Background: an optimization exercise with open tools, aiming at small area, a short achievable clock period and few clock cycles per item. Do not read the settings as production practice.
The RTL was checked by simulation tests, not by an equivalence proof against the original design.

== lane 1 ==
## jenc_backend
module jenc_backend (
    input  logic               clk,
    input  logic               resetn,
    input  logic signed [10:0] q0,
    input  logic signed [10:0] q1,
    input  logic               q_valid,
    output logic               q_hold,
    input  logic [4:0]         q_cnt,
    input  logic [1:0]         q_chroma,
    input  logic               q_last_mcu,
    output logic [31:0]        out_data,
    output logic               out_tlast,
    output logic               out_valid,
    input  logic               out_hold
);
Size in the first run: about 3100 cells after synthesis, ~260 flip-flops, roughly 69 I/O pins, ~0.021 sq mm of cells after synthesis.
==> flow/config.mk <==
export PLATFORM = sky130hd
export DESIGN_NAME = jenc_backend
export DESIGN_NICKNAME = jenc_backend
export VERILOG_FILES = /design/flow/design.v
export SDC_FILE = /design/flow/constraint.sdc
export NUM_CORES = 4
export LEC_CHECK = 0
export ABC_AREA = 1
export CAP_MARGIN = 20
export CORE_MARGIN = 2
export CORE_UTILIZATION = 55
export CTS_CLUSTER_DIAMETER = 100
export CTS_CLUSTER_SIZE = 20
export PLACE_DENSITY = 0.7
export SETUP_SLACK_MARGIN = 5
export SLEW_MARGIN = 20
==> flow/constraint.sdc <==
create_clock -name core_clock -period 9.5 [get_ports {clk}]
set_input_delay 1.9000 -clock core_clock [delete_from_list [all_inputs] [get_ports {clk}]]
set_output_delay 1.9000 -clock core_clock [all_outputs]
set_load 0.01 [all_outputs]
standard.sh (not shown) runs the stock make flow with config.mk's settings and CLKGATE_MAP_FILE= SYNTH_SCRIPT=/design/flow/synth_recipe.tcl, a recipe that flattens the netlist after the stock synthesis.
==> flow/flow/run.sh <==
#!/bin/bash
set -euo pipefail
sed 's/SETUP_SLACK_MARGIN=[0-9.]*/SETUP_SLACK_MARGIN=7/' standard.sh > standard_m.sh
grep -q 'SETUP_SLACK_MARGIN=7 ' standard_m.sh
bash standard_m.sh > standard.log 2>&1
Lane 1 | ERROR | global routing (5_1_grt)
Testbench counts of lane 1, summed over its fixed seeds: cycles 26,041, blocks 768.
Changes in lane 2 relative to lane 1:
Settings: changing CORE_UTILIZATION from 55 to 65; changing PLACE_DENSITY from 0.7 to 0.8.
==> flow/run.sh (new file) <==
#!/bin/bash
# synth_recipe.tcl (not shown) runs the flow's synth.tcl, then flattens the netlist and writes it again
# the make line also repeats each setting of config.mk as NAME=value (left out here)
make -C /OpenROAD-flow-scripts/flow DESIGN_CONFIG=/design/flow/config.mk WORK_HOME=/design/flow/orfs CLKGATE_MAP_FILE= SYNTH_SCRIPT=/design/flow/synth_recipe.tcl finish
removed: flow/flow/run.sh
removed: flow/standard.sh
### Flow results
Lane 2 completed; timing, DRC and antenna clean
Delta(die outline height, lane 2 - lane 1) < 0
[compare] base=lane 1 new=lane 2: pre-CTS setup slack decreased 520 ps; total cell area at the placement stage decreased 4.4%.
Edits applied to the flow inputs when going from lane 2 to lane 3:
Settings: CORE_UTILIZATION changed from 65 to 40; PLACE_DENSITY changed from 0.8 to 0.6; CTS_CLUSTER_SIZE removed (was 20); SETUP_SLACK_MARGIN changed from 5 to 4; CTS_CLUSTER_DIAMETER removed (was 100).
- Lane 3 reports a lower number of nets in the layout than lane 2 does.
- Lane 3 against lane 2: non-clock buffer count now sits lower, clock-cell share of area now sits higher, initial antenna violation count now sits lower, final period demand of the worst path now sits higher.
- A capture point of the critical path of entropy.s_mag[4]$_SDFFCE_PP0N_ is what lane 3 shows, while entropy.mem[73]$_DFFE_PP_ belongs to lane 2.
> inputs changed (lane 3 -> lane 4)
Settings: PLACE_DENSITY: 0.6 -> 0.7; CTS_CLUSTER_DIAMETER: unset -> 100; CTS_CLUSTER_SIZE: unset -> 20; CORE_UTILIZATION: 40 -> 55; SETUP_SLACK_MARGIN: 4 -> 5.
==> flow/flow/run.sh (new file) <==
#!/bin/bash
set -euo pipefail
sed 's/SETUP_SLACK_MARGIN=[0-9.]*/SETUP_SLACK_MARGIN=6/' standard.sh > standard_m.sh
grep -q 'SETUP_SLACK_MARGIN=6 ' standard_m.sh
bash standard_m.sh > standard.log 2>&1
==> flow/standard.sh (new file) <==
#!/bin/bash
# synth_recipe.tcl (not shown) runs the flow's synth.tcl, then flattens the netlist and writes it again
# the make line also repeats each setting of config.mk as NAME=value (left out here)
make -C /OpenROAD-flow-scripts/flow DESIGN_CONFIG=/design/flow/config.mk WORK_HOME=/design/flow/orfs CLKGATE_MAP_FILE= SYNTH_SCRIPT=/design/flow/synth_recipe.tcl "${@:-finish}"
removed: flow/run.sh
Lane 4 reports its highest-delay cell along the critical path as fa_2 while lane 3 reports fa_1. Re post-layout instance area: lane 4 and lane 3 aren't equal, and the lower value belongs to lane 3. Comparing lane 3 against lane 4, there is no change at all in count of mapped cells out of synthesis. Delta (lane 4 minus lane 3): number of gates resized after cts +387.
#### Input delta (lane 5 over lane 4)
Settings: changing SETUP_SLACK_MARGIN from 5 to 4.
==> flow/run.sh (new file) <==
#!/bin/bash
# synth_recipe.tcl (not shown) runs the flow's synth.tcl, then flattens the netlist and writes it again
# the make line also repeats each setting of config.mk as NAME=value (left out here)
make -C /OpenROAD-flow-scripts/flow DESIGN_CONFIG=/design/flow/config.mk WORK_HOME=/design/flow/orfs CLKGATE_MAP_FILE= SYNTH_SCRIPT=/design/flow/synth_recipe.tcl finish
removed: flow/flow/run.sh
removed: flow/standard.sh
## What came out
Taking lane 4 as the reference, in lane 5 period utilization went up; area overhead of the layout relative to synthesis went down.
Lane 5 — stage delay of the slowest cell on the critical path 90 ps lower, lane 4 as reference
Lane 5 reports a lower worst setup slack than lane 4 does.
Delta (lane 5 minus lane 4): total detailed-routing wirelength went down.

port drivers added, routing unchanged:
No port has a modelled driver above. Below, the same layouts with a new extraction and two added sets of constraints.
Step 1: set_driving_cell puts a clkbuf_16 on clk and a buf_2 on each other input, an assumption about the parent block.
Step 2 times the ports against the registers' clock, not the clock port: input delays grow and output delays shrink by t, the midpoint of the rising clock arrivals with the driver on.
Slacks: no drivers / after step 1 / after step 2; pairs: no drivers / after step 1.
run	t (ns)	slack for setup (ns)	worst hold slack (ns)	slew at the worst register clock pin (ns)
lane 2	0.574	5.008 / 5.043 / 4.469	0.423 / 0.423 / 0.423	0.09 / 0.09
lane 3	0.627	4.446 / 4.446 / 4.446	0.420 / 0.420 / 0.420	0.07 / 0.07
lane 4	0.589	4.853 / 4.853 / 4.853	0.488 / 0.488 / 0.488	0.10 / 0.10
lane 5	0.564	4.459 / 4.459 / 4.436	0.438 / 0.438 / 0.438	0.09 / 0.09
After both steps setup and hold are still met in every run listed. For lane 2, which loses most, drivers alone change the setup slack by +0.035 ns; drivers and shift together by -0.539 ns.
